Source: an optimization exercise on an open RTL-to-GDS flow (aim: small area). Production flows keep margins and buffers that such runs may drop.
Function was checked by simulation only, so behaviour that the tests miss may differ from the original.
The clock port is modelled as an ideal driver, which makes a skipped or thinned clock tree look cheaper than it is; a real chip needs a root buffer or a tree.
Power is estimated from default activity; no workload was simulated.

==> flow/design.v <==
module sync_fifo_top (
    input         i_clk,
    input         i_rst_n,
    input         i_wr_en,
    input         i_rd_en,
    input  [15:0] i_din,
    output [15:0] o_dout,
    output        o_empty,
    output        o_full
);
reg  [511:0] mem;    
reg          p;      
reg  [5:0]   c;      
reg  [15:0]  dq;     
wire empty = c[5];
wire full  = ~c[5] & (&c[4:0]);
wire wr    = i_wr_en & ~full;
wire rd    = i_rd_en & ~empty;
assign o_empty = empty;
assign o_full  = full;
assign o_dout  = dq ^ {16{p}};
wire [511:0] above = {mem[495:0], i_din ^ {16{p}}};
wire [511:0] mem_nxt;
fifo_hold #(.W(512)) u_mem_nxt (
    .q(mem), .d(above), .ld(wr), .hd(~wr), .nxt(mem_nxt));
wire [32:0] sel;
genvar k, b;
generate
    for (k = 0; k < 32; k = k + 1) begin : g_sel
        assign sel[k] = rd & (c[4:0] == k);
    end
endgenerate
assign sel[32] = ~rd;
wire [15:0] dq_nxt;
generate
    for (b = 0; b < 16; b = b + 1) begin : g_bit
        wire [32:0] col;
        wire [10:0] y;
        for (k = 0; k < 32; k = k + 1) begin : g_col
            assign col[k] = mem[16*k + b];
        end
        assign col[32] = dq[b];
        for (k = 0; k < 11; k = k + 1) begin : g_aoi
            fifo_aoi3 u_aoi (.s(sel[3*k +: 3]), .d(col[3*k +: 3]), .y(y[k]));
        end
        wire [2:0] z;
        fifo_nand u_nand (.y(y), .z(z));
        assign dq_nxt[b] = ~|z;
    end
endgenerate
always @(posedge i_clk)
    mem <= mem_nxt;
always @(posedge i_clk or negedge i_rst_n) begin
    if (!i_rst_n) begin
        p  <= 1'b0;
        c  <= 6'h3f;
        dq <= 16'h0000;
    end else begin
        p  <= ~p;
        c  <= c + {5'b0, wr} - {5'b0, rd};
        dq <= dq_nxt;
    end
end
endmodule
module fifo_hold #(parameter W = 16) (
    input  [W-1:0] q,
    input  [W-1:0] d,
    input          ld,
    input          hd,
    output [W-1:0] nxt
);
assign nxt = ~((q | {W{ld}}) & (d | {W{hd}}));
endmodule
module fifo_aoi3 (
    input  [2:0] s,
    input  [2:0] d,
    output       y
);
assign y = ~|(s & d);
endmodule
module fifo_nand (
    input  [10:0] y,
    output [2:0]  z
);
assign z = {~&y[10:8], ~&y[7:4], ~&y[3:0]};
endmodule
clock: 10.0 ns
lec_check: 0
cap_margin: 20
core_margin: 2
core_utilization: 70
place_density: 0.72
slew_margin: 20
synth_hierarchical: 1
synth_minimum_keep_size: 0
standard.sh (not shown) runs the stock make flow with config.mk's settings and CLKGATE_MAP_FILE= SYNTH_SCRIPT=/design/flow/synth_recipe.tcl, a recipe that flattens the netlist after the stock synthesis.
==> flow/flow/run.sh <==
#!/bin/bash
# Layout: the standard flow (standard.sh), with these changes passed to
# ORFS through its own variables:
#  - after clock_tree_synthesis, clock_tree.tcl (POST_CTS_TCL) replaces its
#    tree with a two-level tree of clkbuf_8 group buffers under a clkbuf_16,
#  - port buffers of the smallest buffer cell.
# The full output goes to flow.log; ORFS's per-step logs are under orfs/logs.
set -euo pipefail
export CTS_ARGS="-sink_clustering_enable -repair_clock_nets -dont_use_dummy_load -buf_list sky130_fd_sc_hd__clkbuf_8 -sink_clustering_size 20 -sink_clustering_max_diameter 60"
export BUFFER_PORTS_ARGS="-buffer_cell sky130_fd_sc_hd__buf_1"
export POST_CTS_TCL="$PWD/flow/clock_tree.tcl"
bash standard.sh finish > flow.log 2>&1
==> flow/flow/clock_tree.tcl <==
# Runs at the end of ORFS's CTS step (POST_CTS_TCL): replaces the clock tree
# that clock_tree_synthesis built with a two-level tree.
#  - The flip-flops are split into compact groups of at most clk_group_size:
#    vertical strips of equal count, each cut into groups along y.
#  - A group buffer whose estimated flip-flop clock slew is over
#    clk_slew_limit becomes a clkbuf_16.
set clk_group_size 20
set clk_roots 1
set clk_slew_limit 0.118
if { [info exists ::env(CLK_GROUP_SIZE)] } { set clk_group_size $::env(CLK_GROUP_SIZE) }
if { [info exists ::env(CLK_ROOTS)] } { set clk_roots $::env(CLK_ROOTS) }
if { [info exists ::env(CLK_SLEW_LIMIT)] } { set clk_slew_limit $::env(CLK_SLEW_LIMIT) }
set leaf_master sky130_fd_sc_hd__clkbuf_8
if { [info exists ::env(CLK_LEAF)] } { set leaf_master $::env(CLK_LEAF) }
set big_master sky130_fd_sc_hd__clkbuf_16

set db [ord::get_db]
set block [ord::get_db_block]
set clk_port_net [$block findNet i_clk]

# Walk the existing tree from the clock port: its buffers, their nets and the
# flip-flop clock pins it reaches.
set old_bufs {}
set old_nets {}
set sinks {}
set todo [list $clk_port_net]
while { [llength $todo] > 0 } {
  set net [lindex $todo 0]
  set todo [lrange $todo 1 end]
  foreach it [$net getITerms] {
    if { [$it getIoType] ne "INPUT" } { continue }
    set inst [$it getInst]
    set mname [[$inst getMaster] getName]
    if { [string match "sky130_fd_sc_hd__clkbuf_*" $mname] } {
      lappend old_bufs $inst
      set onet [[$inst findITerm X] getNet]
      lappend old_nets $onet
      lappend todo $onet
    } else {
      lappend sinks $it
    }
  }
}
puts "clock_tree: [llength $old_bufs] old buffers, [llength $sinks] sinks"

foreach it $sinks { $it disconnect }
foreach inst $old_bufs { odb::dbInst_destroy $inst }
foreach net $old_nets { odb::dbNet_destroy $net }

# Sink positions (centre of each flip-flop).
set pts {}
foreach it $sinks {
  set bb [[$it getInst] getBBox]
  set x [expr { ([$bb xMin] + [$bb xMax]) / 2 }]
  set y [expr { ([$bb yMin] + [$bb yMax]) / 2 }]
  lappend pts [list $x $y $it]
}
set n [llength $pts]
set k [expr { int(ceil(double($n) / $clk_group_size)) }]
set ncol [expr { int(round(sqrt($k))) }]
set groups {}
set sorted [lsort -integer -index 0 $pts]
for { set c 0 } { $c < $ncol } { incr c } {
  # strip c holds groups g0..g1-1 of the k, and their share of the sinks
  set g0 [expr { $c * $k / $ncol }]
  set g1 [expr { ($c + 1) * $k / $ncol }]
  set lo [expr { $g0 * $n / $k }]
  set hi [expr { $g1 * $n / $k }]
  set strip [lsort -integer -index 1 [lrange $sorted $lo [expr { $hi - 1 }]]]
  set m [llength $strip]
  set g [expr { $g1 - $g0 }]
  for { set j 0 } { $j < $g } { incr j } {
    set glo [expr { $j * $m / $g }]
    set ghi [expr { ($j + 1) * $m / $g }]
    lappend groups [lrange $strip $glo [expr { $ghi - 1 }]]
  }
}
puts "clock_tree: [llength $groups] groups"

set leaf_m [$db findMaster $leaf_master]
set big_m [$db findMaster $big_master]
set leaves {}
set lpos {}
set i 0
foreach grp $groups {
  set gx 0
  set gy 0
  foreach p $grp {
    incr gx [lindex $p 0]
    incr gy [lindex $p 1]
  }
  set gx [expr { $gx / [llength $grp] }]
  set gy [expr { $gy / [llength $grp] }]
  set inst [odb::dbInst_create $block $leaf_m clk_leaf_$i]
  set net [odb::dbNet_create $block clk_leaf_net_$i]
  $net setSigType CLOCK
  [$inst findITerm X] connect $net
  foreach p $grp { [lindex $p 2] connect $net }
  $inst setLocation $gx $gy
  $inst setPlacementStatus PLACED
  lappend leaves $inst
  lappend lpos [list $gx $gy]
  incr i
}
# The group buffers, in strip order, are split into clk_roots runs; each run
# is driven by a clkbuf_16 at its centre, and the clock port drives those.
set nl [llength $leaves]
for { set r 0 } { $r < $clk_roots } { incr r } {
  set lo [expr { $r * $nl / $clk_roots }]
  set hi [expr { ($r + 1) * $nl / $clk_roots }]
  set rnet [odb::dbNet_create $block clk_root_net_$r]
  $rnet setSigType CLOCK
  set sx 0
  set sy 0
  for { set j $lo } { $j < $hi } { incr j } {
    [[lindex $leaves $j] findITerm A] connect $rnet
    incr sx [lindex $lpos $j 0]
    incr sy [lindex $lpos $j 1]
  }
  set root [odb::dbInst_create $block $big_m clk_root_$r]
  [$root findITerm A] connect $clk_port_net
  [$root findITerm X] connect $rnet
  $root setLocation [expr { $sx / ($hi - $lo) }] [expr { $sy / ($hi - $lo) }]
  $root setPlacementStatus PLACED
}

detailed_placement

proc clk_leaf_slew { inst } {
  set m 0.0
  set net [get_nets -of_objects [get_pins -of_objects [get_cells [$inst getName]] -filter "direction == output"]]
  foreach p [get_pins -of_objects $net -filter "direction == input"] {
    set s [get_property $p slew_max]
    if { $s > $m } { set m $s }
  }
  return $m
}

set_propagated_clock [all_clocks]
estimate_parasitics -placement
set resized 0
foreach inst $leaves {
  set m [clk_leaf_slew $inst]
  if { $m > $clk_slew_limit } {
    if { [[$inst getMaster] getName] ne $big_master } {
      puts "clock_tree: [$inst getName] slew [format %.4f $m] -> $big_master"
      replace_cell [get_cells [$inst getName]] $big_master
      incr resized
    }
  }
}
if { $resized > 0 } {
  detailed_placement
  estimate_parasitics -placement
}
set worst 0.0
foreach inst $leaves {
  set m [clk_leaf_slew $inst]
  if { $m > $worst } { set worst $m }
}
puts "clock_tree: worst estimated flip-flop clock slew [format %.4f $worst]"
report_clock_skew
check_placement -verbose
Then changed:
CAP_MARGIN = 5   (was 20)
CORE_UTILIZATION = 76   (was 70)
PLACE_DENSITY = 0.8   (was 0.72)
SLEW_MARGIN = 5   (was 20)
The changed run completed with no timing, DRC or antenna violations.
Wire length goes down by 1.7%.
Flip-flop and latch count is unchanged.
Worst hold slack hardly moves.
Clock skew stays flat.
Setup slack degrades by 19 ps.
Design area barely changes.
Clock power is about the same.
Sequential share of layout area goes up by 0.12 points.
Total power is about the same.
Then changed:
--- a/flow/flow/clock_tree.tcl
+++ b/flow/flow/clock_tree.tcl
@@ -6,3 +6,3 @@
 #    clk_slew_limit becomes a clkbuf_16.
-set clk_group_size 20
+set clk_group_size 21
 set clk_roots 1
Outcome: The changed run produced a clean layout; maximum frequency went down by 0.40%; setup slack is worse by 17 ps; die area does not change; cell count barely changes; first-iteration DRC count went up by 6.4%; sequential power barely changes.
Then changed:
--- a/flow/flow/run.sh
+++ b/flow/flow/run.sh
@@ -5,3 +5,5 @@
 #    tree with a two-level tree of clkbuf_8 group buffers under a clkbuf_16,
-#  - port buffers of the smallest buffer cell.
+#  - port buffers of the smallest buffer cell,
+#  - the buffers Yosys/ABC inserted are removed at floorplan (the placement
+#    is not timing driven, so global placement does not remove them).
 # The full output goes to flow.log; ORFS's per-step logs are under orfs/logs.
@@ -10,2 +12,3 @@
 export BUFFER_PORTS_ARGS="-buffer_cell sky130_fd_sc_hd__buf_1"
+export REMOVE_ABC_BUFFERS=1
 export POST_CTS_TCL="$PWD/flow/clock_tree.tcl"
--- a/flow/flow/clock_tree.tcl
+++ b/flow/flow/clock_tree.tcl
@@ -6,3 +6,3 @@
 #    clk_slew_limit becomes a clkbuf_16.
-set clk_group_size 21
+set clk_group_size 20
 set clk_roots 1
GPL_TIMING_DRIVEN = 0   (was not set)
What happened: Setup slack gets worse by 850 ps; cell area stays flat; global-route usage drops by 4.6 points; power shrinks by 1.7%; utilization barely changes; routed wire length falls by 13%; sequential share of layout area is about the same; critical path depth is higher by 4; final cell count decreases by 0.55%.
No run of this note takes its clock network from TritonCTS; it comes from the design's own scripts or RTL.

==> what the ideal ports hide <==
The flow's constraints put no driver on any port. The routed layouts listed below were extracted and timed again, unchanged, in two steps.
Step 1: set_driving_cell puts a clkbuf_16 on i_clk and a buf_2 on each other input, an assumption about the parent block.
Step 2 adds t to the input delays and takes it off the output delays; t is the mean of the earliest and latest rising clock arrival at the registers after step 1. Input paths then give back, and output paths get back, about the clock's delay inside the block.
a / b / c = ideal / step 1 / step 2; a / b = the first two.
| run | t (ns) | setup WS [ns] | hold slack, ns | slew at the worst register clock pin (ns) |
|---|---|---|---|---|
| the first run | 0.576 | 5.681 / 5.707 / 5.132 | 0.452 / 0.452 / 0.452 | 0.12 / 0.12 |
| the second run | 0.577 | 5.662 / 5.681 / 5.104 | 0.453 / 0.453 / 0.453 | 0.12 / 0.12 |
| the third run | 0.576 | 5.645 / 5.669 / 5.093 | 0.444 / 0.444 / 0.444 | 0.12 / 0.12 |
| the fourth run | 0.560 | 4.790 / 4.818 / 4.258 | 0.452 / 0.452 / 0.452 | 0.12 / 0.12 |
After both steps setup and hold are still met in every run listed. The setup slack of the second run, which loses most, moves by +0.019 ns with the drivers and by -0.558 ns with both steps.
